From an optimization exercise on the open Yosys and OpenROAD flow, aimed at small area and a short achievable clock period; shortcuts taken in it are not production practice. No run shown here included a check of the RTL's function; only the layout flow was run.

--- config.mk ---
export PLATFORM = sky130hd
export DESIGN_NAME = neuron
export DESIGN_NICKNAME = neuron
export VERILOG_FILES = /design/flow/design.v
export SDC_FILE = /design/flow/constraint.sdc
export NUM_CORES = 4
export LEC_CHECK = 0
export CAP_MARGIN = 20
export CORE_MARGIN = 2
export CORE_UTILIZATION = 40
export SETUP_SLACK_MARGIN = 4.5
export SLEW_MARGIN = 20
export SYNTH_HIERARCHICAL = 1
export TNS_END_PERCENT = 5
--- constraint.sdc ---
create_clock -name core_clock -period 9.5 [get_ports {clk}]
set_input_delay 1.9000 -clock core_clock [delete_from_list [all_inputs] [get_ports {clk}]]
set_output_delay 1.9000 -clock core_clock [all_outputs]
set_load 0.01 [all_outputs]
--- design.v ---
`timescale 1ns/1ns
module datapath(
    input clk , rst , ldX , ldT , upd ,
    input signed [6:0] x1in , x2in ,
    input signed [1:0] tin ,
    output [1:0] tout ,
    output eq
);
    reg signed [6:0] x1 , x2 ;
    reg t1 ;
    reg [11:0] w1h , w2h ;
    reg [7:0] bhp ;
    wire ng = upd & tin[1] ;
    wire [11:0] w1n , w2n ;
    wire [7:0] bhn = bhp + {{6{ng}}, upd & ~tin[1], upd} ;
    wire [6:0] x1n = ldX ? x1in : x1 ;
    wire [6:0] x2n = ldX ? x2in : x2 ;
    always @(posedge clk, posedge rst) begin
        if (rst) begin
            x1 <= 0 ; x2 <= 0 ; t1 <= 0 ;
            w1h <= 0 ; w2h <= 0 ; bhp <= 8'd16 ;
        end else begin
            x1 <= x1n ; x2 <= x2n ;
            if (ldT) t1 <= tin[1] ;
            w1h <= w1n ; w2h <= w2n ; bhp <= bhn ;
        end
    end
    wire n1 = x1in[0] ^ tin[1];
    wire n2 = upd & n1;
    wire n3 = x1in[1] ^ tin[1];
    wire n4 = upd & n3;
    wire n5 = x1in[2] ^ tin[1];
    wire n6 = upd & n5;
    wire n7 = x1in[3] ^ tin[1];
    wire n8 = upd & n7;
    wire n9 = x1in[4] ^ tin[1];
    wire n10 = upd & n9;
    wire n11 = x1in[5] ^ tin[1];
    wire n12 = upd & n11;
    wire n13 = x1in[6] ^ tin[1];
    wire n14 = upd & n13;
    wire n15, n16;
    fa u_n15 (.a(w1h[0]), .b(n2), .c(ng), .s(n15), .co(n16));
    wire n17, n18;
    fa u_n17 (.a(w1h[1]), .b(n4), .c(n2), .s(n17), .co(n18));
    wire n19, n20;
    fa u_n19 (.a(w1h[2]), .b(n6), .c(n4), .s(n19), .co(n20));
    wire n21, n22;
    fa u_n21 (.a(w1h[3]), .b(n8), .c(n6), .s(n21), .co(n22));
    wire n23, n24;
    fa u_n23 (.a(w1h[4]), .b(n10), .c(n8), .s(n23), .co(n24));
    wire n25, n26;
    fa u_n25 (.a(w1h[5]), .b(n12), .c(n10), .s(n25), .co(n26));
    wire n27, n28;
    fa u_n27 (.a(w1h[6]), .b(n14), .c(n12), .s(n27), .co(n28));
    wire n29 = n15 & ng;
    wire n30 = n17 & n16;
    wire n31 = n19 & n18;
    wire n32 = n21 & n20;
    wire n33 = n23 & n22;
    wire n34 = n25 & n24;
    wire n35 = n27 & n26;
    wire n36 = w1h[7] & n28;
    wire n37 = w1h[8] & n14;
    wire n38 = w1h[9] & n14;
    wire n39 = w1h[10] & n14;
    wire n40 = w1h[11] & n14;
    wire n41 = n15 ^ ng;
    wire n42 = n17 ^ n16;
    wire n43 = n19 ^ n18;
    wire n44 = n21 ^ n20;
    wire n45 = n23 ^ n22;
    wire n46 = n25 ^ n24;
    wire n47 = n27 ^ n26;
    wire n48 = w1h[7] ^ n28;
    wire n49 = w1h[8] ^ n14;
    wire n50 = w1h[9] ^ n14;
    wire n51 = w1h[10] ^ n14;
    wire n52 = w1h[11] ^ n14;
    wire n53;
    ao21 u_n53 (.g(n29), .p(n41), .c(ng), .y(n53));
    wire n54;
    ao21 u_n54 (.g(n30), .p(n42), .c(n53), .y(n54));
    wire n55 = n42 & n41;
    wire n56;
    ao21 u_n56 (.g(n32), .p(n44), .c(n31), .y(n56));
    wire n57 = n44 & n43;
    wire n58;
    ao21 u_n58 (.g(n34), .p(n46), .c(n33), .y(n58));
    wire n59 = n46 & n45;
    wire n60;
    ao21 u_n60 (.g(n36), .p(n48), .c(n35), .y(n60));
    wire n61 = n48 & n47;
    wire n62;
    ao21 u_n62 (.g(n38), .p(n50), .c(n37), .y(n62));
    wire n63 = n50 & n49;
    wire n64;
    ao21 u_n64 (.g(n40), .p(n52), .c(n39), .y(n64));
    wire n65 = n52 & n51;
    wire n66;
    ao21 u_n66 (.g(n31), .p(n43), .c(n54), .y(n66));
    wire n67 = n43 & n55;
    wire n68;
    ao21 u_n68 (.g(n56), .p(n57), .c(n54), .y(n68));
    wire n69 = n57 & n55;
    wire n70;
    ao21 u_n70 (.g(n35), .p(n47), .c(n58), .y(n70));
    wire n71 = n47 & n59;
    wire n72;
    ao21 u_n72 (.g(n60), .p(n61), .c(n58), .y(n72));
    wire n73 = n61 & n59;
    wire n74;
    ao21 u_n74 (.g(n39), .p(n51), .c(n62), .y(n74));
    wire n75 = n51 & n63;
    wire n76;
    ao21 u_n76 (.g(n64), .p(n65), .c(n62), .y(n76));
    wire n77 = n65 & n63;
    wire n78;
    ao21 u_n78 (.g(n33), .p(n45), .c(n68), .y(n78));
    wire n79 = n45 & n69;
    wire n80;
    ao21 u_n80 (.g(n58), .p(n59), .c(n68), .y(n80));
    wire n81 = n59 & n69;
    wire n82;
    ao21 u_n82 (.g(n70), .p(n71), .c(n68), .y(n82));
    wire n83 = n71 & n69;
    wire n84;
    ao21 u_n84 (.g(n72), .p(n73), .c(n68), .y(n84));
    wire n85 = n73 & n69;
    wire n86;
    ao21 u_n86 (.g(n37), .p(n49), .c(n84), .y(n86));
    wire n87 = n49 & n85;
    wire n88;
    ao21 u_n88 (.g(n62), .p(n63), .c(n84), .y(n88));
    wire n89 = n63 & n85;
    wire n90;
    ao21 u_n90 (.g(n74), .p(n75), .c(n84), .y(n90));
    wire n91 = n75 & n85;
    wire n92;
    ao21 u_n92 (.g(n76), .p(n77), .c(n84), .y(n92));
    wire n93 = n77 & n85;
    wire n94 = n41 ^ ng;
    wire n95 = n42 ^ n53;
    wire n96 = n43 ^ n54;
    wire n97 = n44 ^ n66;
    wire n98 = n45 ^ n68;
    wire n99 = n46 ^ n78;
    wire n100 = n47 ^ n80;
    wire n101 = n48 ^ n82;
    wire n102 = n49 ^ n84;
    wire n103 = n50 ^ n86;
    wire n104 = n51 ^ n88;
    wire n105 = n52 ^ n90;
    wire n106 = x2in[0] ^ tin[1];
    wire n107 = upd & n106;
    wire n108 = x2in[1] ^ tin[1];
    wire n109 = upd & n108;
    wire n110 = x2in[2] ^ tin[1];
    wire n111 = upd & n110;
    wire n112 = x2in[3] ^ tin[1];
    wire n113 = upd & n112;
    wire n114 = x2in[4] ^ tin[1];
    wire n115 = upd & n114;
    wire n116 = x2in[5] ^ tin[1];
    wire n117 = upd & n116;
    wire n118 = x2in[6] ^ tin[1];
    wire n119 = upd & n118;
    wire n120, n121;
    fa u_n120 (.a(w2h[0]), .b(n107), .c(ng), .s(n120), .co(n121));
    wire n122, n123;
    fa u_n122 (.a(w2h[1]), .b(n109), .c(n107), .s(n122), .co(n123));
    wire n124, n125;
    fa u_n124 (.a(w2h[2]), .b(n111), .c(n109), .s(n124), .co(n125));
    wire n126, n127;
    fa u_n126 (.a(w2h[3]), .b(n113), .c(n111), .s(n126), .co(n127));
    wire n128, n129;
    fa u_n128 (.a(w2h[4]), .b(n115), .c(n113), .s(n128), .co(n129));
    wire n130, n131;
    fa u_n130 (.a(w2h[5]), .b(n117), .c(n115), .s(n130), .co(n131));
    wire n132, n133;
    fa u_n132 (.a(w2h[6]), .b(n119), .c(n117), .s(n132), .co(n133));
    wire n134 = n120 & ng;
    wire n135 = n122 & n121;
    wire n136 = n124 & n123;
    wire n137 = n126 & n125;
    wire n138 = n128 & n127;
    wire n139 = n130 & n129;
    wire n140 = n132 & n131;
    wire n141 = w2h[7] & n133;
    wire n142 = w2h[8] & n119;
    wire n143 = w2h[9] & n119;
    wire n144 = w2h[10] & n119;
    wire n145 = w2h[11] & n119;
    wire n146 = n120 ^ ng;
    wire n147 = n122 ^ n121;
    wire n148 = n124 ^ n123;
    wire n149 = n126 ^ n125;
    wire n150 = n128 ^ n127;
    wire n151 = n130 ^ n129;
    wire n152 = n132 ^ n131;
    wire n153 = w2h[7] ^ n133;
    wire n154 = w2h[8] ^ n119;
    wire n155 = w2h[9] ^ n119;
    wire n156 = w2h[10] ^ n119;
    wire n157 = w2h[11] ^ n119;
    wire n158;
    ao21 u_n158 (.g(n134), .p(n146), .c(ng), .y(n158));
    wire n159;
    ao21 u_n159 (.g(n135), .p(n147), .c(n158), .y(n159));
    wire n160 = n147 & n146;
    wire n161;
    ao21 u_n161 (.g(n137), .p(n149), .c(n136), .y(n161));
    wire n162 = n149 & n148;
    wire n163;
    ao21 u_n163 (.g(n139), .p(n151), .c(n138), .y(n163));
    wire n164 = n151 & n150;
    wire n165;
    ao21 u_n165 (.g(n141), .p(n153), .c(n140), .y(n165));
    wire n166 = n153 & n152;
    wire n167;
    ao21 u_n167 (.g(n143), .p(n155), .c(n142), .y(n167));
    wire n168 = n155 & n154;
    wire n169;
    ao21 u_n169 (.g(n145), .p(n157), .c(n144), .y(n169));
    wire n170 = n157 & n156;
    wire n171;
    ao21 u_n171 (.g(n136), .p(n148), .c(n159), .y(n171));
    wire n172 = n148 & n160;
    wire n173;
    ao21 u_n173 (.g(n161), .p(n162), .c(n159), .y(n173));
    wire n174 = n162 & n160;
    wire n175;
    ao21 u_n175 (.g(n140), .p(n152), .c(n163), .y(n175));
    wire n176 = n152 & n164;
    wire n177;
    ao21 u_n177 (.g(n165), .p(n166), .c(n163), .y(n177));
    wire n178 = n166 & n164;
    wire n179;
    ao21 u_n179 (.g(n144), .p(n156), .c(n167), .y(n179));
    wire n180 = n156 & n168;
    wire n181;
    ao21 u_n181 (.g(n169), .p(n170), .c(n167), .y(n181));
    wire n182 = n170 & n168;
    wire n183;
    ao21 u_n183 (.g(n138), .p(n150), .c(n173), .y(n183));
    wire n184 = n150 & n174;
    wire n185;
    ao21 u_n185 (.g(n163), .p(n164), .c(n173), .y(n185));
    wire n186 = n164 & n174;
    wire n187;
    ao21 u_n187 (.g(n175), .p(n176), .c(n173), .y(n187));
    wire n188 = n176 & n174;
    wire n189;
    ao21 u_n189 (.g(n177), .p(n178), .c(n173), .y(n189));
    wire n190 = n178 & n174;
    wire n191;
    ao21 u_n191 (.g(n142), .p(n154), .c(n189), .y(n191));
    wire n192 = n154 & n190;
    wire n193;
    ao21 u_n193 (.g(n167), .p(n168), .c(n189), .y(n193));
    wire n194 = n168 & n190;
    wire n195;
    ao21 u_n195 (.g(n179), .p(n180), .c(n189), .y(n195));
    wire n196 = n180 & n190;
    wire n197;
    ao21 u_n197 (.g(n181), .p(n182), .c(n189), .y(n197));
    wire n198 = n182 & n190;
    wire n199 = n146 ^ ng;
    wire n200 = n147 ^ n158;
    wire n201 = n148 ^ n159;
    wire n202 = n149 ^ n171;
    wire n203 = n150 ^ n173;
    wire n204 = n151 ^ n183;
    wire n205 = n152 ^ n185;
    wire n206 = n153 ^ n187;
    wire n207 = n154 ^ n189;
    wire n208 = n155 ^ n191;
    wire n209 = n156 ^ n193;
    wire n210 = n157 ^ n195;
    wire n211 = w1h[0] & w2h[0];
    wire n212 = w1h[1] & w2h[1];
    wire n213 = w1h[2] & w2h[2];
    wire n214 = w1h[3] & w2h[3];
    wire n215 = w1h[4] & w2h[4];
    wire n216 = w1h[5] & w2h[5];
    wire n217 = w1h[6] & w2h[6];
    wire n218 = w1h[7] & w2h[7];
    wire n219 = w1h[8] & w2h[8];
    wire n220 = w1h[9] & w2h[9];
    wire n221 = w1h[10] & w2h[10];
    wire n222 = w1h[11] & w2h[11];
    wire n223 = w1h[11] & w2h[11];
    wire n224 = w1h[0] ^ w2h[0];
    wire n225 = w1h[1] ^ w2h[1];
    wire n226 = w1h[2] ^ w2h[2];
    wire n227 = w1h[3] ^ w2h[3];
    wire n228 = w1h[4] ^ w2h[4];
    wire n229 = w1h[5] ^ w2h[5];
    wire n230 = w1h[6] ^ w2h[6];
    wire n231 = w1h[7] ^ w2h[7];
    wire n232 = w1h[8] ^ w2h[8];
    wire n233 = w1h[9] ^ w2h[9];
    wire n234 = w1h[10] ^ w2h[10];
    wire n235 = w1h[11] ^ w2h[11];
    wire n236 = w1h[11] ^ w2h[11];
    wire n237;
    ao21 u_n237 (.g(n212), .p(n225), .c(n211), .y(n237));
    wire n238 = n225 & n224;
    wire n239;
    ao21 u_n239 (.g(n214), .p(n227), .c(n213), .y(n239));
    wire n240 = n227 & n226;
    wire n241;
    ao21 u_n241 (.g(n216), .p(n229), .c(n215), .y(n241));
    wire n242 = n229 & n228;
    wire n243;
    ao21 u_n243 (.g(n218), .p(n231), .c(n217), .y(n243));
    wire n244 = n231 & n230;
    wire n245;
    ao21 u_n245 (.g(n220), .p(n233), .c(n219), .y(n245));
    wire n246 = n233 & n232;
    wire n247;
    ao21 u_n247 (.g(n222), .p(n235), .c(n221), .y(n247));
    wire n248 = n235 & n234;
    wire n249;
    ao21 u_n249 (.g(n213), .p(n226), .c(n237), .y(n249));
    wire n250 = n226 & n238;
    wire n251;
    ao21 u_n251 (.g(n239), .p(n240), .c(n237), .y(n251));
    wire n252 = n240 & n238;
    wire n253;
    ao21 u_n253 (.g(n217), .p(n230), .c(n241), .y(n253));
    wire n254 = n230 & n242;
    wire n255;
    ao21 u_n255 (.g(n243), .p(n244), .c(n241), .y(n255));
    wire n256 = n244 & n242;
    wire n257;
    ao21 u_n257 (.g(n221), .p(n234), .c(n245), .y(n257));
    wire n258 = n234 & n246;
    wire n259;
    ao21 u_n259 (.g(n247), .p(n248), .c(n245), .y(n259));
    wire n260 = n248 & n246;
    wire n261;
    ao21 u_n261 (.g(n215), .p(n228), .c(n251), .y(n261));
    wire n262 = n228 & n252;
    wire n263;
    ao21 u_n263 (.g(n241), .p(n242), .c(n251), .y(n263));
    wire n264 = n242 & n252;
    wire n265;
    ao21 u_n265 (.g(n253), .p(n254), .c(n251), .y(n265));
    wire n266 = n254 & n252;
    wire n267;
    ao21 u_n267 (.g(n255), .p(n256), .c(n251), .y(n267));
    wire n268 = n256 & n252;
    wire n269;
    ao21 u_n269 (.g(n223), .p(n236), .c(n259), .y(n269));
    wire n270 = n236 & n260;
    wire n271;
    ao21 u_n271 (.g(n219), .p(n232), .c(n267), .y(n271));
    wire n272 = n232 & n268;
    wire n273;
    ao21 u_n273 (.g(n245), .p(n246), .c(n267), .y(n273));
    wire n274 = n246 & n268;
    wire n275;
    ao21 u_n275 (.g(n257), .p(n258), .c(n267), .y(n275));
    wire n276 = n258 & n268;
    wire n277;
    ao21 u_n277 (.g(n259), .p(n260), .c(n267), .y(n277));
    wire n278 = n260 & n268;
    wire n279;
    ao21 u_n279 (.g(n269), .p(n270), .c(n267), .y(n279));
    wire n280 = n270 & n268;
    wire n281 = n225 ^ n211;
    wire n282 = n226 ^ n237;
    wire n283 = n227 ^ n249;
    wire n284 = n228 ^ n251;
    wire n285 = n229 ^ n261;
    wire n286 = n230 ^ n263;
    wire n287 = n231 ^ n265;
    wire n288 = n232 ^ n267;
    wire n289 = n233 ^ n271;
    wire n290 = n234 ^ n273;
    wire n291 = n235 ^ n275;
    wire n292 = n236 ^ n277;
    wire n293 = x1n[0] ? (x2n[0] ? n282 : w1h[2]) : (x2n[0] & w2h[2]);
    wire n294 = x1n[0] ? (x2n[0] ? n283 : w1h[3]) : (x2n[0] & w2h[3]);
    wire n295 = x1n[0] ? (x2n[0] ? n284 : w1h[4]) : (x2n[0] & w2h[4]);
    wire n296 = x1n[0] ? (x2n[0] ? n285 : w1h[5]) : (x2n[0] & w2h[5]);
    wire n297 = x1n[0] ? (x2n[0] ? n286 : w1h[6]) : (x2n[0] & w2h[6]);
    wire n298 = x1n[0] ? (x2n[0] ? n287 : w1h[7]) : (x2n[0] & w2h[7]);
    wire n299 = x1n[0] ? (x2n[0] ? n288 : w1h[8]) : (x2n[0] & w2h[8]);
    wire n300 = x1n[0] ? (x2n[0] ? n289 : w1h[9]) : (x2n[0] & w2h[9]);
    wire n301 = x1n[0] ? (x2n[0] ? n290 : w1h[10]) : (x2n[0] & w2h[10]);
    wire n302 = x1n[0] ? (x2n[0] ? n291 : w1h[11]) : (x2n[0] & w2h[11]);
    wire n303 = x1n[0] ? (x2n[0] ? n292 : w1h[11]) : (x2n[0] & w2h[11]);
    wire n304 = ~n303;
    wire n305 = x1n[1] ? (x2n[1] ? n281 : w1h[1]) : (x2n[1] & w2h[1]);
    wire n306 = x1n[1] ? (x2n[1] ? n282 : w1h[2]) : (x2n[1] & w2h[2]);
    wire n307 = x1n[1] ? (x2n[1] ? n283 : w1h[3]) : (x2n[1] & w2h[3]);
    wire n308 = x1n[1] ? (x2n[1] ? n284 : w1h[4]) : (x2n[1] & w2h[4]);
    wire n309 = x1n[1] ? (x2n[1] ? n285 : w1h[5]) : (x2n[1] & w2h[5]);
    wire n310 = x1n[1] ? (x2n[1] ? n286 : w1h[6]) : (x2n[1] & w2h[6]);
    wire n311 = x1n[1] ? (x2n[1] ? n287 : w1h[7]) : (x2n[1] & w2h[7]);
    wire n312 = x1n[1] ? (x2n[1] ? n288 : w1h[8]) : (x2n[1] & w2h[8]);
    wire n313 = x1n[1] ? (x2n[1] ? n289 : w1h[9]) : (x2n[1] & w2h[9]);
    wire n314 = x1n[1] ? (x2n[1] ? n290 : w1h[10]) : (x2n[1] & w2h[10]);
    wire n315 = x1n[1] ? (x2n[1] ? n291 : w1h[11]) : (x2n[1] & w2h[11]);
    wire n316 = x1n[1] ? (x2n[1] ? n292 : w1h[11]) : (x2n[1] & w2h[11]);
    wire n317 = ~n316;
    wire n318 = x1n[2] ? (x2n[2] ? n224 : w1h[0]) : (x2n[2] & w2h[0]);
    wire n319 = x1n[2] ? (x2n[2] ? n281 : w1h[1]) : (x2n[2] & w2h[1]);
    wire n320 = x1n[2] ? (x2n[2] ? n282 : w1h[2]) : (x2n[2] & w2h[2]);
    wire n321 = x1n[2] ? (x2n[2] ? n283 : w1h[3]) : (x2n[2] & w2h[3]);
    wire n322 = x1n[2] ? (x2n[2] ? n284 : w1h[4]) : (x2n[2] & w2h[4]);
    wire n323 = x1n[2] ? (x2n[2] ? n285 : w1h[5]) : (x2n[2] & w2h[5]);
    wire n324 = x1n[2] ? (x2n[2] ? n286 : w1h[6]) : (x2n[2] & w2h[6]);
    wire n325 = x1n[2] ? (x2n[2] ? n287 : w1h[7]) : (x2n[2] & w2h[7]);
    wire n326 = x1n[2] ? (x2n[2] ? n288 : w1h[8]) : (x2n[2] & w2h[8]);
    wire n327 = x1n[2] ? (x2n[2] ? n289 : w1h[9]) : (x2n[2] & w2h[9]);
    wire n328 = x1n[2] ? (x2n[2] ? n290 : w1h[10]) : (x2n[2] & w2h[10]);
    wire n329 = x1n[2] ? (x2n[2] ? n291 : w1h[11]) : (x2n[2] & w2h[11]);
    wire n330 = x1n[2] ? (x2n[2] ? n292 : w1h[11]) : (x2n[2] & w2h[11]);
    wire n331 = ~n330;
    wire n332 = x1n[3] ? (x2n[3] ? n224 : w1h[0]) : (x2n[3] & w2h[0]);
    wire n333 = x1n[3] ? (x2n[3] ? n281 : w1h[1]) : (x2n[3] & w2h[1]);
    wire n334 = x1n[3] ? (x2n[3] ? n282 : w1h[2]) : (x2n[3] & w2h[2]);
    wire n335 = x1n[3] ? (x2n[3] ? n283 : w1h[3]) : (x2n[3] & w2h[3]);
    wire n336 = x1n[3] ? (x2n[3] ? n284 : w1h[4]) : (x2n[3] & w2h[4]);
    wire n337 = x1n[3] ? (x2n[3] ? n285 : w1h[5]) : (x2n[3] & w2h[5]);
    wire n338 = x1n[3] ? (x2n[3] ? n286 : w1h[6]) : (x2n[3] & w2h[6]);
    wire n339 = x1n[3] ? (x2n[3] ? n287 : w1h[7]) : (x2n[3] & w2h[7]);
    wire n340 = x1n[3] ? (x2n[3] ? n288 : w1h[8]) : (x2n[3] & w2h[8]);
    wire n341 = x1n[3] ? (x2n[3] ? n289 : w1h[9]) : (x2n[3] & w2h[9]);
    wire n342 = x1n[3] ? (x2n[3] ? n290 : w1h[10]) : (x2n[3] & w2h[10]);
    wire n343 = x1n[3] ? (x2n[3] ? n291 : w1h[11]) : (x2n[3] & w2h[11]);
    wire n344 = x1n[3] ? (x2n[3] ? n292 : w1h[11]) : (x2n[3] & w2h[11]);
    wire n345 = ~n344;
    wire n346 = x1n[4] ? (x2n[4] ? n224 : w1h[0]) : (x2n[4] & w2h[0]);
    wire n347 = x1n[4] ? (x2n[4] ? n281 : w1h[1]) : (x2n[4] & w2h[1]);
    wire n348 = x1n[4] ? (x2n[4] ? n282 : w1h[2]) : (x2n[4] & w2h[2]);
    wire n349 = x1n[4] ? (x2n[4] ? n283 : w1h[3]) : (x2n[4] & w2h[3]);
    wire n350 = x1n[4] ? (x2n[4] ? n284 : w1h[4]) : (x2n[4] & w2h[4]);
    wire n351 = x1n[4] ? (x2n[4] ? n285 : w1h[5]) : (x2n[4] & w2h[5]);
    wire n352 = x1n[4] ? (x2n[4] ? n286 : w1h[6]) : (x2n[4] & w2h[6]);
    wire n353 = x1n[4] ? (x2n[4] ? n287 : w1h[7]) : (x2n[4] & w2h[7]);
    wire n354 = x1n[4] ? (x2n[4] ? n288 : w1h[8]) : (x2n[4] & w2h[8]);
    wire n355 = x1n[4] ? (x2n[4] ? n289 : w1h[9]) : (x2n[4] & w2h[9]);
    wire n356 = x1n[4] ? (x2n[4] ? n290 : w1h[10]) : (x2n[4] & w2h[10]);
    wire n357 = x1n[4] ? (x2n[4] ? n291 : w1h[11]) : (x2n[4] & w2h[11]);
    wire n358 = x1n[5] ? (x2n[5] ? n224 : w1h[0]) : (x2n[5] & w2h[0]);
    wire n359 = x1n[5] ? (x2n[5] ? n281 : w1h[1]) : (x2n[5] & w2h[1]);
    wire n360 = x1n[5] ? (x2n[5] ? n282 : w1h[2]) : (x2n[5] & w2h[2]);
    wire n361 = x1n[5] ? (x2n[5] ? n283 : w1h[3]) : (x2n[5] & w2h[3]);
    wire n362 = x1n[5] ? (x2n[5] ? n284 : w1h[4]) : (x2n[5] & w2h[4]);
    wire n363 = x1n[5] ? (x2n[5] ? n285 : w1h[5]) : (x2n[5] & w2h[5]);
    wire n364 = x1n[5] ? (x2n[5] ? n286 : w1h[6]) : (x2n[5] & w2h[6]);
    wire n365 = x1n[5] ? (x2n[5] ? n287 : w1h[7]) : (x2n[5] & w2h[7]);
    wire n366 = x1n[5] ? (x2n[5] ? n288 : w1h[8]) : (x2n[5] & w2h[8]);
    wire n367 = x1n[5] ? (x2n[5] ? n289 : w1h[9]) : (x2n[5] & w2h[9]);
    wire n368 = x1n[5] ? (x2n[5] ? n290 : w1h[10]) : (x2n[5] & w2h[10]);
    wire n369 = x1n[6] ? (x2n[6] ? n224 : w1h[0]) : (x2n[6] & w2h[0]);
    wire n370 = ~n369;
    wire n371 = x1n[6] ? (x2n[6] ? n281 : w1h[1]) : (x2n[6] & w2h[1]);
    wire n372 = ~n371;
    wire n373 = x1n[6] ? (x2n[6] ? n282 : w1h[2]) : (x2n[6] & w2h[2]);
    wire n374 = ~n373;
    wire n375 = x1n[6] ? (x2n[6] ? n283 : w1h[3]) : (x2n[6] & w2h[3]);
    wire n376 = ~n375;
    wire n377 = x1n[6] ? (x2n[6] ? n284 : w1h[4]) : (x2n[6] & w2h[4]);
    wire n378 = ~n377;
    wire n379 = x1n[6] ? (x2n[6] ? n285 : w1h[5]) : (x2n[6] & w2h[5]);
    wire n380 = ~n379;
    wire n381 = x1n[6] ? (x2n[6] ? n286 : w1h[6]) : (x2n[6] & w2h[6]);
    wire n382 = ~n381;
    wire n383 = x1n[6] ? (x2n[6] ? n287 : w1h[7]) : (x2n[6] & w2h[7]);
    wire n384 = ~n383;
    wire n385 = x1n[6] ? (x2n[6] ? n288 : w1h[8]) : (x2n[6] & w2h[8]);
    wire n386 = ~n385;
    wire n387 = x1n[6] ? (x2n[6] ? n289 : w1h[9]) : (x2n[6] & w2h[9]);
    wire n388 = ~n387;
    wire n389 = x1n[0] & w1h[0];
    wire n390 = x2n[0] & w2h[0];
    wire n391 = x1n[1] & w1h[0];
    wire n392 = x1n[0] & w1h[1];
    wire n393 = x2n[1] & w2h[0];
    wire n394 = x2n[0] & w2h[1];
    wire n395 = n391 & n392;
    wire n396 = n393 & n394;
    wire n397 = n391 & n393;
    wire n398 = ~n397;
    wire n399 = n392 & n394;
    wire n400 = ~n399;
    wire n401 = n392 ^ n394;
    wire n402 = n389 & n390 & n401;
    wire n403 = ~n402;
    wire n404 = 1'b1;
    wire n405 = 1'b1;
    wire n406 = 1'b1;
    wire n407, n408;
    fa u_n407 (.a(n404), .b(n293), .c(n305), .s(n407), .co(n408));
    wire n409, n410;
    fa u_n409 (.a(n318), .b(n395), .c(n396), .s(n409), .co(n410));
    wire n411, n412;
    fa u_n411 (.a(n406), .b(n296), .c(n308), .s(n411), .co(n412));
    wire n413, n414;
    fa u_n413 (.a(n297), .b(n309), .c(n322), .s(n413), .co(n414));
    wire n415, n416;
    fa u_n415 (.a(n298), .b(n310), .c(n323), .s(n415), .co(n416));
    wire n417, n418;
    fa u_n417 (.a(bhp[0]), .b(n299), .c(n311), .s(n417), .co(n418));
    wire n419, n420;
    fa u_n419 (.a(n324), .b(n337), .c(n350), .s(n419), .co(n420));
    wire n421, n422;
    fa u_n421 (.a(bhp[1]), .b(n300), .c(n312), .s(n421), .co(n422));
    wire n423, n424;
    fa u_n423 (.a(n325), .b(n338), .c(n351), .s(n423), .co(n424));
    wire n425, n426;
    fa u_n425 (.a(bhp[2]), .b(n301), .c(n313), .s(n425), .co(n426));
    wire n427, n428;
    fa u_n427 (.a(n326), .b(n339), .c(n352), .s(n427), .co(n428));
    wire n429, n430;
    fa u_n429 (.a(bhp[3]), .b(n302), .c(n314), .s(n429), .co(n430));
    wire n431, n432;
    fa u_n431 (.a(n327), .b(n340), .c(n353), .s(n431), .co(n432));
    wire n433, n434;
    fa u_n433 (.a(bhp[4]), .b(n304), .c(n315), .s(n433), .co(n434));
    wire n435, n436;
    fa u_n435 (.a(n328), .b(n341), .c(n354), .s(n435), .co(n436));
    wire n437, n438;
    fa u_n437 (.a(bhp[5]), .b(n317), .c(n329), .s(n437), .co(n438));
    wire n439, n440;
    fa u_n439 (.a(n342), .b(n355), .c(n366), .s(n439), .co(n440));
    wire n441, n442;
    fa u_n441 (.a(bhp[6]), .b(n331), .c(n343), .s(n441), .co(n442));
    wire n443, n444;
    fa u_n443 (.a(n398), .b(n400), .c(n403), .s(n443), .co(n444));
    wire n445, n446;
    fa u_n445 (.a(n294), .b(n306), .c(n319), .s(n445), .co(n446));
    wire n447, n448;
    fa u_n447 (.a(n332), .b(n408), .c(n410), .s(n447), .co(n448));
    wire n449, n450;
    fa u_n449 (.a(n405), .b(n295), .c(n307), .s(n449), .co(n450));
    wire n451, n452;
    fa u_n451 (.a(n320), .b(n333), .c(n346), .s(n451), .co(n452));
    wire n453, n454;
    fa u_n453 (.a(n321), .b(n334), .c(n347), .s(n453), .co(n454));
    wire n455, n456;
    ha u_n455 (.a(n358), .b(n411), .s(n455), .co(n456));
    wire n457, n458;
    fa u_n457 (.a(n335), .b(n348), .c(n359), .s(n457), .co(n458));
    wire n459, n460;
    fa u_n459 (.a(n370), .b(n412), .c(n413), .s(n459), .co(n460));
    wire n461, n462;
    fa u_n461 (.a(n336), .b(n349), .c(n360), .s(n461), .co(n462));
    wire n463, n464;
    fa u_n463 (.a(n372), .b(n414), .c(n415), .s(n463), .co(n464));
    wire n465, n466;
    fa u_n465 (.a(n361), .b(n374), .c(n416), .s(n465), .co(n466));
    wire n467, n468;
    ha u_n467 (.a(n417), .b(n419), .s(n467), .co(n468));
    wire n469, n470;
    fa u_n469 (.a(n362), .b(n376), .c(n418), .s(n469), .co(n470));
    wire n471, n472;
    fa u_n471 (.a(n420), .b(n421), .c(n423), .s(n471), .co(n472));
    wire n473, n474;
    fa u_n473 (.a(n363), .b(n378), .c(n422), .s(n473), .co(n474));
    wire n475, n476;
    fa u_n475 (.a(n424), .b(n425), .c(n427), .s(n475), .co(n476));
    wire n477, n478;
    fa u_n477 (.a(n364), .b(n380), .c(n426), .s(n477), .co(n478));
    wire n479, n480;
    fa u_n479 (.a(n428), .b(n429), .c(n431), .s(n479), .co(n480));
    wire n481, n482;
    fa u_n481 (.a(n365), .b(n382), .c(n430), .s(n481), .co(n482));
    wire n483, n484;
    fa u_n483 (.a(n432), .b(n433), .c(n435), .s(n483), .co(n484));
    wire n485, n486;
    fa u_n485 (.a(n384), .b(n434), .c(n436), .s(n485), .co(n486));
    wire n487, n488;
    ha u_n487 (.a(n437), .b(n439), .s(n487), .co(n488));
    wire n489, n490;
    fa u_n489 (.a(n356), .b(n367), .c(n386), .s(n489), .co(n490));
    wire n491, n492;
    fa u_n491 (.a(n438), .b(n440), .c(n441), .s(n491), .co(n492));
    wire n493, n493_nc;
    fa u_n493 (.a(bhp[7]), .b(n345), .c(n357), .s(n493), .co(n493_nc));
    wire n494, n494_nc;
    fa u_n494 (.a(n368), .b(n388), .c(n442), .s(n494), .co(n494_nc));
    wire n495, n496;
    fa u_n495 (.a(n446), .b(n449), .c(n451), .s(n495), .co(n496));
    wire n497, n498;
    fa u_n497 (.a(n450), .b(n452), .c(n453), .s(n497), .co(n498));
    wire n499, n500;
    fa u_n499 (.a(n454), .b(n457), .c(n456), .s(n499), .co(n500));
    wire n501, n502;
    fa u_n501 (.a(n458), .b(n461), .c(n460), .s(n501), .co(n502));
    wire n503, n504;
    fa u_n503 (.a(n462), .b(n467), .c(n465), .s(n503), .co(n504));
    wire n505, n506;
    fa u_n505 (.a(n468), .b(n466), .c(n469), .s(n505), .co(n506));
    wire n507, n508;
    fa u_n507 (.a(n470), .b(n473), .c(n472), .s(n507), .co(n508));
    wire n509, n510;
    fa u_n509 (.a(n474), .b(n477), .c(n476), .s(n509), .co(n510));
    wire n511, n512;
    fa u_n511 (.a(n478), .b(n481), .c(n480), .s(n511), .co(n512));
    wire n513, n514;
    fa u_n513 (.a(n487), .b(n482), .c(n485), .s(n513), .co(n514));
    wire n515, n516;
    fa u_n515 (.a(n489), .b(n488), .c(n486), .s(n515), .co(n516));
    wire n517, n517_nc;
    fa u_n517 (.a(n490), .b(n493), .c(n494), .s(n517), .co(n517_nc));
    wire n518, n519;
    fa u_n518 (.a(n443), .b(n407), .c(n409), .s(n518), .co(n519));
    wire n520, n521;
    fa u_n520 (.a(n444), .b(n445), .c(n447), .s(n520), .co(n521));
    wire n522, n523;
    ha u_n522 (.a(n448), .b(n495), .s(n522), .co(n523));
    wire n524, n525;
    fa u_n524 (.a(n455), .b(n496), .c(n497), .s(n524), .co(n525));
    wire n526, n527;
    fa u_n526 (.a(n498), .b(n459), .c(n499), .s(n526), .co(n527));
    wire n528, n529;
    fa u_n528 (.a(n463), .b(n500), .c(n501), .s(n528), .co(n529));
    wire n530, n531;
    fa u_n530 (.a(n464), .b(n502), .c(n503), .s(n530), .co(n531));
    wire n532, n533;
    fa u_n532 (.a(n471), .b(n504), .c(n505), .s(n532), .co(n533));
    wire n534, n535;
    fa u_n534 (.a(n475), .b(n506), .c(n507), .s(n534), .co(n535));
    wire n536, n537;
    fa u_n536 (.a(n479), .b(n508), .c(n509), .s(n536), .co(n537));
    wire n538, n539;
    fa u_n538 (.a(n483), .b(n510), .c(n511), .s(n538), .co(n539));
    wire n540, n541;
    fa u_n540 (.a(n484), .b(n512), .c(n513), .s(n540), .co(n541));
    wire n542, n543;
    fa u_n542 (.a(n491), .b(n514), .c(n515), .s(n542), .co(n543));
    wire n544, n544_nc;
    fa u_n544 (.a(n492), .b(n516), .c(n517), .s(n544), .co(n544_nc));
    wire n545 = n519 & n520;
    wire n546 = n519 ^ n520;
    wire n547 = n521 & n522;
    wire n548 = n521 ^ n522;
    wire n549;
    ao21 u_n549 (.g(n547), .p(n548), .c(n545), .y(n549));
    wire n550 = n548 & n546;
    wire n551 = n550 & n518;
    assign w1n = {n105, n104, n103, n102, n101, n100, n99, n98, n97, n96, n95, n94} ;
    assign w2n = {n210, n209, n208, n207, n206, n205, n204, n203, n202, n201, n200, n199} ;
    reg [22:0] cs ;
    always @(posedge clk, posedge rst) begin
        if (rst) cs <= 23'b11010101010101010101010 ;
        else cs <= {n549, n544, n543, n542, n541, n540, n539, n538, n537, n536, n535, n534, n533, n532, n531, n530, n529, n528, n527, n526, n525, n524, n523} ;
    end
    wire n552 = cs[0] & cs[1];
    wire n553 = cs[0] ^ cs[1];
    wire n554 = cs[2] & cs[3];
    wire n555 = cs[2] ^ cs[3];
    wire n556 = cs[4] & cs[5];
    wire n557 = cs[4] ^ cs[5];
    wire n558 = cs[6] & cs[7];
    wire n559 = cs[6] ^ cs[7];
    wire n560 = cs[8] & cs[9];
    wire n561 = cs[8] ^ cs[9];
    wire n562 = cs[10] & cs[11];
    wire n563 = cs[10] ^ cs[11];
    wire n564 = cs[12] & cs[13];
    wire n565 = cs[12] ^ cs[13];
    wire n566 = cs[14] & cs[15];
    wire n567 = cs[14] ^ cs[15];
    wire n568 = cs[16] & cs[17];
    wire n569 = cs[16] ^ cs[17];
    wire n570 = cs[18] & cs[19];
    wire n571 = cs[18] ^ cs[19];
    wire n572 = cs[20] & cs[21];
    wire n573 = cs[20] ^ cs[21];
    wire n574;
    ao21 u_n574 (.g(n552), .p(n553), .c(cs[22]), .y(n574));
    wire n575;
    ao21 u_n575 (.g(n558), .p(n559), .c(n556), .y(n575));
    wire n576 = n559 & n557;
    wire n577;
    ao21 u_n577 (.g(n575), .p(n576), .c(n554), .y(n577));
    wire n578 = n576 & n555;
    wire n579;
    ao21 u_n579 (.g(n577), .p(n578), .c(n574), .y(n579));
    wire n580;
    ao21 u_n580 (.g(n564), .p(n565), .c(n562), .y(n580));
    wire n581 = n565 & n563;
    wire n582;
    ao21 u_n582 (.g(n580), .p(n581), .c(n560), .y(n582));
    wire n583 = n581 & n561;
    wire n584;
    ao21 u_n584 (.g(n570), .p(n571), .c(n568), .y(n584));
    wire n585 = n571 & n569;
    wire n586;
    ao21 u_n586 (.g(n584), .p(n585), .c(n566), .y(n586));
    wire n587 = n585 & n567;
    wire n588;
    ao21 u_n588 (.g(n586), .p(n587), .c(n582), .y(n588));
    wire n589 = n587 & n583;
    wire n590;
    ao21 u_n590 (.g(n588), .p(n589), .c(n579), .y(n590));
    wire n591, n591_nc;
    fa u_n591 (.a(cs[20]), .b(cs[21]), .c(n590), .s(n591), .co(n591_nc));
    assign eq = ~(n591 ^ t1) ;
    assign tout = { n591 , 1'b1 } ;
endmodule
module ao21(input g, p, c, output y);
    assign y = g | p & c ;
endmodule
module ha(input a, b, output s, co);
    assign s = a ^ b ;
    assign co = a & b ;
endmodule
module fa(input a, b, c, output s, co);
    assign s = a ^ b ^ c ;
    assign co = a & b | a & c | b & c ;
endmodule
`timescale 1ns/1ns
module controller(
    input clk , rst , eq , start , EOF , EOI ,
    output ldX , ldT , upd , updating ,
    output reg learned
);
    reg [2:0] ps, ns;
    localparam [2:0] idle = 0, starting = 1, toLearn = 2, getX = 3, update = 4, test = 5;
    always @(*) begin
        case (ps)
            idle     : ns = start ? starting : idle;
            starting : ns = learned ? test : toLearn;
            toLearn  : ns = getX;
            getX     : ns = EOF ? starting : (eq ? getX : update);
            update   : ns = getX;
            test     : ns = EOI ? idle : test;
            default  : ns = idle;
        endcase
    end
    assign ldX = (ps == getX) | (ps == test);
    assign ldT = (ps == getX);
    assign upd = (ps == getX) & ~EOF & ~eq;
    assign updating = (ps == getX) & ~eq;
    always @(posedge clk, posedge rst) begin
        if (rst) learned <= 1'b0;
        else if (ns == toLearn) learned <= 1'b1;
        else if (ns == update) learned <= 1'b0;
    end
    always @(posedge clk, posedge rst) begin
        if (rst) ps <= idle;
        else ps <= ns;
    end
endmodule
`timescale 1ns/1ns
module neuron(
    input clk , rst , start , EOI , EOF ,
    input signed [6:0] x1 , x2 ,
    input signed [1:0] tin ,
    output learned , updating ,
    output signed [1:0] tout
);
    wire ldX, ldT, upd, eq;
    datapath dp(
        .clk(clk), .rst(rst), .ldX(ldX), .ldT(ldT), .upd(upd),
        .x1in(x1), .x2in(x2), .tin(tin), .tout(tout), .eq(eq)
    );
    controller ct(
        .clk(clk), .rst(rst), .eq(eq), .start(start), .EOF(EOF), .EOI(EOI),
        .ldX(ldX), .ldT(ldT), .upd(upd), .updating(updating), .learned(learned)
    );
endmodule
--- run.sh ---
#!/bin/bash
# synth_recipe.tcl (not shown) runs the flow's synth.tcl, then flattens the netlist and writes it again
# the make line also repeats each setting of config.mk as NAME=value (left out here)
make -C /OpenROAD-flow-scripts/flow DESIGN_CONFIG=/design/flow/config.mk WORK_HOME=/design/flow/orfs CLKGATE_MAP_FILE= SYNTH_SCRIPT=/design/flow/synth_recipe.tcl finish
==> summary.txt, run 1 <==
Status: timing/DRC/antenna clean
Sum of negative setup slack: 0 ns
Endpoints failing setup: 0
Placed Area: 0.00820 mm²
DIE WIDTH: 144 µm
Final critical-path setup slack: 4.52 ns
Nature of the critical path endpoint: flop
Register area share after synthesis: 24.0%
Die Ht: 144 µm
WL final: 19.7 mm
I/O pin count: 25
Initial core utilization: 40.5%
Fillcell total: 1893
Vias in the first global route: 5713
Crit path buffers/inverters: 3
Max frequency: 201 MHz
Synth warn: 8
Share of layout cells above drive strength 1: 10.1%
Worst r2r dst: dp.w1h[11]$_DFF_PP0_
Placer congestion estimate: 0.914
Area added between synthesis and finish: 12.6%
R2R setup slack: 4.53 ns
Minimum clock period: 4.98 ns
Worst r2r src: dp.cs[7]$_DFF_PP1_
Per-cell routed wire length: 17.8 µm
Relative slew slack: 38.8%
Worst Hold Class: reg -> reg
Flop and latch count out of synthesis: 74
Clk root buf: clkbuf_16
DP Worst Slack: 3.27 ns
Die footprint: 0.0206 mm²
Clk slew on worst S/H paths: 0.06 ns
Most frequent cell on the critical path: fa_1
Cell count after synthesis: 813
Final Skew: 0.0115 ns
Mean post-synth cell area: 9.59 µm²
Share of synthesized registers carrying an async set or reset: 100%
Num CTS Buffers: 9
Vias per Instance: 5.35
Largest net degree at the start of global routing: 71
Worst Reg-to-Reg Cells: 20
Remaining Overflow, GRT: 0
H-tree depth: 3
Distinct cells, synth: 45
Crit path to: dp.cs[15]$_DFF_PP1_
Crit path DAT: 5.27 ns
Antenna-violating nets left: 0
Most common cell in the netlist: fa_1
Vias post-DR: 5913
Top_reg_cell synth: dfrtp_1
First-pass GRT wire length: 31.8 mm
Worst setup SP type: input port
Core area: 0.0193 mm²
Initial antenna violation count: 0
Port Buf Inserts: 22
Rows: 51
DR DRC count: 0
Top post-synthesis cells by count: fa_1, nand2_1, nor2_1, a21o_1, a21oi_1
Crit path kind: in -> reg
Final instance area: 0.00878 mm²
Synth Cell Area: 0.00780 mm²
Yosys top cell area share: 21.3%
Crit path required time: 9.78 ns
Post-synth top area cell: fa_1
Post-synth EDFFs: 0
Worst-margin pin slew: 0.919 ns
Slowest library cell on the worst path: fa_1
First-pass DRT Iterations: 8
RSZ-0062 raised after global routing: yes
Critical path fanouts, max: 20
Starting DRT DRC Count: 337
Hold Violations, Final: 0
Period utilization: 52.5%
CP Depth: 11
Worst-path cell chain: clkdlybuf4s50_1 > mux2i_1 > buf_4 > clkinvlp_4 > nand2_1 > o21ai_0 > o21ai_1 > fa_1 > fa_1 > fa_1 > fa_1
Max Cap Viol: 0
CTS tree: yes
Slowest stage delay, CP: 0.49 ns
Nets: 992
Gr usage total: 20.3%
Final HPWL DP: 14.9 mm
Slew Limit Fails: 0
Worst setup startpoint: x1[1]
CTS Sinks: 74
Most area-consuming cells after synthesis: fa_1, dfrtp_1, ha_1, a21o_1, dfstp_2
Crit-path leading delay family: adder cells
Latest clock arrival within the worst-skew pair: 0.35 ns
Antenna diodes: 0
Clk buf depth: 2
area by class of cell:
| cell class | count | area, µm² | share of cell area, % |
|---|---|---|---|
| Multi-Input combinational cell | 687 | 5770 | 65.7 |
| Sequential cell | 74 | 1870 | 21.3 |
| Timing Repair Buffer | 42 | 400 | 4.56 |
| Tap cell | 265 | 332 | 3.78 |
| Clock buffer | 10 | 229 | 2.61 |
| Inverter | 22 | 91.3 | 1.04 |
| Clock inverter | 6 | 90.1 | 1.03 |
worst min-delay path by stage:
stage | startpoint | slack, ns | cells after the start | to
floorplan | dp.bhp[7]$_DFF_PP0_ | 0.48 | 1 | dp.bhp[7]$_DFF_PP0_
global placement | dp.bhp[7]$_DFF_PP0_ | 0.50 | 1 | dp.bhp[7]$_DFF_PP0_
detailed placement | dp.bhp[7]$_DFF_PP0_ | 0.51 | 1 | dp.bhp[7]$_DFF_PP0_
CTS | dp.bhp[7]$_DFF_PP0_ | 0.52 | 1 | dp.bhp[7]$_DFF_PP0_
global route | dp.bhp[4]$_DFF_PP1_ | 0.56 | 1 | dp.bhp[4]$_DFF_PP1_
finish | dp.bhp[7]$_DFF_PP0_ | 0.51 | 1 | dp.bhp[7]$_DFF_PP0_
sequential cells by signal (all words and copies together) (netlist names), 3 cells and up:
| signal | flops |
|---|---|
| dp.x2 | 7 |
| dp.cs | 23 |
| dp.w2h | 12 |
| ct.ps | 3 |
| dp.bhp | 8 |
| dp.x1 | 7 |
| dp.w1h | 12 |
routing by layer:
layer / part of all wire (%) / global-route usage (%)
met2: 45 / 31.0
met5: 0 / 0
met3: 5.8 / 3.60
met4: 2.9 / 6.97
met1: 46 / 29.2
per-module statistics from Yosys (local to each module, per instance), excerpt:
module	cell area [µm²]	times used	cells	flops+latches
controller	263	1	31	4
ha	12.5	4	1	0
ao21	7.51	67	1	0
fa	20.0	82	1	0
datapath	5340	1	629	70
kinds of logic after synthesis:
logic type                 Yosys count  synth area share, %
and+or+nand+nor                    226                 13.5
adders and majority gates          135                 29.7
muxes                               24                 3.96
buffers and inverters               57                 4.09
AOI/OAI and AO/OA                  235                 17.9
xor gates and xnor gates            61                 6.85
DFF                                 74                 24.0
other                                1               0.0481
what timing repair did:
item,in CTS,in global routing
setup endpoints to repair,42,25
gates resized for setup,21,11
hold buffers,0,0
cloned,1,1
setup buffers,6,4
pin swaps,0,3
through the flow:
stage          util (%)  hold slack [ns]  cells
5_1_grt            45.6            0.558   1106
3_5_place_dp       42.6            0.505   1078
2_1_floorplan         -            0.480    816
6_report           45.6            0.511   1106
3_3_place_gp       42.6            0.501   1078
4_1_cts            45.1            0.517   1101
placed cells by master, fill, tap and decap left out, types with 14 or more instances in the layout:
cell | synthesis | layout
a21oi_1 | 63 | 63
xnor2_1 | 24 | 23
a21o_1 | 68 | 67
dfrtp_1 | 61 | 61
clkdlybuf4s50_1 | 0 | 20
ha_1 | 52 | 52
xor2_1 | 37 | 37
nor2_1 | 72 | 71
buf_4 | 6 | 17
fa_1 | 83 | 82
and2_1 | 40 | 36
inv_1 | 16 | 14
nand2_1 | 82 | 81
o21ai_1 | 27 | 27
o21ai_0 | 56 | 56
==> run 2, diff against run 1 <==
==> flow/run.sh (new file) <==
#!/bin/bash
# The standard layout (the standard.sh: standard synthesis, ORFS floorplan to finish),
# with one change: the buffers ORFS puts on the input and output ports are buf_4 cells
# instead of the delay-buffer cell that buffer_ports picks by default.
set -euo pipefail
export BUFFER_PORTS_ARGS="-buffer_cell sky130_fd_sc_hd__buf_4"
bash standard.sh finish > standard_flow.log 2>&1
==> standard.sh (new file) <==
#!/bin/bash
# synth_recipe.tcl (not shown) runs the flow's synth.tcl, then flattens the netlist and writes it again
# the make line also repeats each setting of config.mk as NAME=value (left out here)
make -C /OpenROAD-flow-scripts/flow DESIGN_CONFIG=/design/flow/config.mk WORK_HOME=/design/flow/orfs CLKGATE_MAP_FILE= SYNTH_SCRIPT=/design/flow/synth_recipe.tcl "${@:-finish}"
removed: run.sh
==> summary.txt, run 2 <==
Post-synth EDFFs: 0 (unchanged)
RSZ-0062 raised after global routing: yes
Slowest library cell on the worst path: fa_2
Clk slew on worst S/H paths: 0.05 ns (about the same)
Top post-synthesis cells by count: fa_1, nand2_1, nor2_1, a21o_1, a21oi_1
H-tree depth: 3 (unchanged)
Die footprint: 0.0206 mm² (unchanged)
Mean post-synth cell area: 9.59 µm² (unchanged)
Crit path kind: reg -> reg
Share of synthesized registers carrying an async set or reset: 100% (unchanged)
Final critical-path setup slack: 4.59 ns (+0.0773 ns)
Fillcell total: 1878 (-0.79%)
Endpoints failing setup: 0 (unchanged)
Distinct cells, synth: 45 (unchanged)
Minimum clock period: 4.91 ns (-0.0773 ns)
First-pass DRT Iterations: 5 (-3)
Vias post-DR: 5820 (-1.6%)
Hold Violations, Final: 0 (unchanged)
Placer congestion estimate: 0.917 (+0.31%)
Commonest non-fill, non-tap cell in the layout: fa_1
Clk buf depth: 2 (unchanged)
Most area-consuming cells after synthesis: fa_1, dfrtp_1, ha_1, a21o_1, dfstp_2
Clk root buf: clkbuf_16
DR DRC count: 0 (unchanged)
Vias per Instance: 5.26 (-1.7%)
DIE WIDTH: 144 µm (unchanged)
Starting DRT DRC Count: 411 (+22%)
Vias in the first global route: 5845 (+2.3%)
CTS tree: yes
Top Registers: dp.cs: 23 flops, dp.w1h: 12 flops, dp.w2h: 12 flops
Area added between synthesis and finish: 13.1%
CTS Sinks: 74 (unchanged)
Core area: 0.0193 mm² (unchanged)
Nature of the critical path endpoint: flop
Post-synth top area cell: fa_1
Most frequent cells in the layout: fa_1, nand2_1, nor2_1
Most frequent cell on the critical path: a21o_1
Largest register FFs: 23 (unchanged)
Num CTS Buffers: 9 (unchanged)
Sum of negative setup slack: 0 ns (unchanged)
Status: timing/DRC/antenna clean
Relative slew slack: 39.0% (+0.28 points)
Share of layout cells above drive strength 1: 14.6% (+4.5 points)
Rows: 51 (unchanged)
Max Cap Viol: 0 (unchanged)
Per-cell routed wire length: 17.7 µm (-0.98%)
Final std cells w/o fill: 1107 (+0.090%)
Initial core utilization: 40.5% (unchanged)
Final HPWL DP: 14.9 mm (-0.50%)
Crit path DAT: 5.13 ns (-0.14 ns)
Flop and latch count out of synthesis: 74 (unchanged)
Antenna diodes: 0 (unchanged)
Cell count after synthesis: 813 (unchanged)
Synth warn: 8 (unchanged)
Most common cell in the netlist: fa_1
Worst Hold Class: reg -> reg
Crit path buffers/inverters: 1 (-2)
Slew Limit Fails: 0 (unchanged)
Hold path startpoint: dp.bhp[7]$_DFF_PP0_
Period utilization: 51.6% (-0.81 points)
I/O pin count: 25 (unchanged)
Most flops, register: dp.cs
Gr usage total: 20.2% (-0.047 points)
Yosys top cell area share: 21.3% (unchanged)
Worst setup startpoint: dp.cs[7]$_DFF_PP1_
Crit path required time: 9.73 ns (-0.05 ns)
Antenna-violating nets left: 0 (unchanged)
Top_reg_cell synth: dfrtp_1
Nets: 993 (+0.10%)
First-pass GRT wire length: 31.9 mm (about the same)
WL final: 19.5 mm (-0.89%)
Inst Count DP: 1077 (-0.093%)
Register area share after synthesis: 24.0% (unchanged)
DP Worst Slack: 3.69 ns (+0.416 ns)
Latest clock arrival within the worst-skew pair: 0.35 ns (about the same)
Worst-path cell chain: ha_4 > a21o_1 > a21o_1 > a21o_1 > a21o_1 > fa_2 > xnor2_4 > nor3_2 > buf_6 > and2_4 > fa_1 > ha_4 > a21o_1 > a21o_1 > a21o_1 > a21o_1 > a21o_1 > xnor2_1 > xnor2_1
Initial antenna violation count: 0 (unchanged)
Final Skew: 0.0120 ns (+0.000468 ns)
Max frequency: 204 MHz (+1.6%)
Synth Cell Area: 0.00780 mm² (unchanged)
Crit-path leading delay family: compound AO/OA/AOI/OAI gates
Largest net degree at the start of global routing: 71 (unchanged)
Worst r2r src: dp.cs[7]$_DFF_PP1_
Critical path fanouts, max: 8 (-60%)
Die Ht: 144 µm (unchanged)
Worst setup SP type: flop
Worst-margin pin slew: 0.914 ns (-0.00423 ns)
Remaining Overflow, GRT: 0 (unchanged)
Port Buf Inserts: 22 (unchanged)
Slowest stage delay, CP: 0.63 ns (+0.14 ns)
## run 2: final timing paths
kind / endpoint / slack, ns / cells after the start
setup / recovery: dp.w1h[11]$_DFF_PP0_ / 4.59 / 19
hold / removal: dp.bhp[7]$_DFF_PP0_ / 0.51 / 1
setup reg to reg: dp.w1h[11]$_DFF_PP0_ / 4.59 / 19
hold reg to reg: dp.bhp[7]$_DFF_PP0_ / 0.51 / 1
max in group asynchronous: dp.w1h[11]$_DFF_PP0_ / 7.06 / 3
min in group asynchronous: ct.ps[1]$_DFF_PP0_ / 1.45 / 2
## run 2: repair_timing
action | 4_1_cts | 5_1_grt
buffers inserted | 4 | 10
pin swaps | 1 | 18
hold buffers | 0 | 0
endpoints found under the setup margin | 40 | 25
gates resized for setup | 14 | 31
## run 2: through the flow
step                area (µm²)  hold slack, ns  util, %
finish                    8810           0.508     45.7
global route              8810           0.548     45.7
floorplan                 7810           0.480        -
CTS                       8560           0.514     44.4
global placement          8130           0.503     42.2
detailed placement        8140           0.505     42.2
## run 2: cell type report
| cell class | instances | area (µm²) | area share, % |
|---|---|---|---|
| Clock buffer | 10 | 239 | 2.71 |
| Clock inverter | 6 | 111 | 1.26 |
| Inverter | 22 | 90.1 | 1.02 |
| Multi-Input combinational cell | 685 | 5820 | 66.1 |
| Sequential cell | 74 | 1870 | 21.2 |
| Tap cell | 265 | 332 | 3.76 |
| Timing Repair Buffer | 45 | 352 | 3.99 |
## run 2: cell families after synthesis
family / Yosys count / synth area share, %
compound gates: 235 / 17.9
xor+xnor: 61 / 6.85
fa+ha+maj: 135 / 29.7
buf+inv: 57 / 4.09
flops: 74 / 24.0
mux: 24 / 3.96
other cells: 1 / 0.0481
simple gates: 226 / 13.5
## run 2: Yosys stat by module (local to each module, per instance), excerpt
| module | cells inside | copies in the design |
|---|---|---|
| ha | 1 | 4 |
| controller | 31 | 1 |
| ao21 | 1 | 67 |
| datapath | 629 | 1 |
| fa | 1 | 82 |
## run 2: routing by layer
metal | GRT usage, % | vias to the layer above | part of all wire [%]
met3 | 3.13 | 20 | 4.4
met4 | 6.50 | 0 | 1.6
met5 | 0 | - | 0
met1 | 29.0 | 2847 | 47
met2 | 31.6 | 137 | 47
li1 | - | 2816 | -
## run 2: worst reg2reg max path, cell delays in order, from the launching register on
cell,delay (ns)
dfstp_2,0.54
ha_4,0.19
a21o_1,0.17
a21o_1,0.14
a21o_1,0.17
a21o_1,0.20
fa_2,0.63
xnor2_4,0.10
nor3_2,0.20
buf_6,0.21
and2_4,0.21
fa_1,0.46
ha_4,0.24
a21o_1,0.19
a21o_1,0.19
a21o_1,0.24
a21o_1,0.25
a21o_1,0.19
xnor2_1,0.13
xnor2_1,0.13

## afterwards: timing with drivers on the ports
The results above use ideal ports. As a check the final layouts listed here were re-extracted and re-timed, cells and wires unchanged.
Step 1 (the two cells are an assumption about what drives the block):
set clk [get_ports {clk}]
set_driving_cell -lib_cell sky130_fd_sc_hd__clkbuf_16 $clk
set_driving_cell -lib_cell sky130_fd_sc_hd__buf_2 [delete_from_list [all_inputs] $clk]
Step 2 adds t to the input delays and takes it off the output delays; t is the mean of the earliest and latest rising clock arrival at the registers after step 1. Input paths then give back, and output paths get back, about the clock's delay inside the block.
a / b / c = no drivers / after step 1 / after step 2; a / b = the first two.
run | shift t [ns] | setup slack, ns | hold slack, ns | worst setup path after step 2
run 1 | 0.392 | 4.516 / 4.530 / 4.151 | 0.511 / 0.511 / 0.511 | input to register
run 2 | 0.389 | 4.594 / 4.594 / 4.280 | 0.508 / 0.508 / 0.508 | input to register
After both steps setup and hold are still met in every run listed. The setup slack of run 1, which loses most, moves by +0.014 ns with the drivers and by -0.365 ns with both steps.
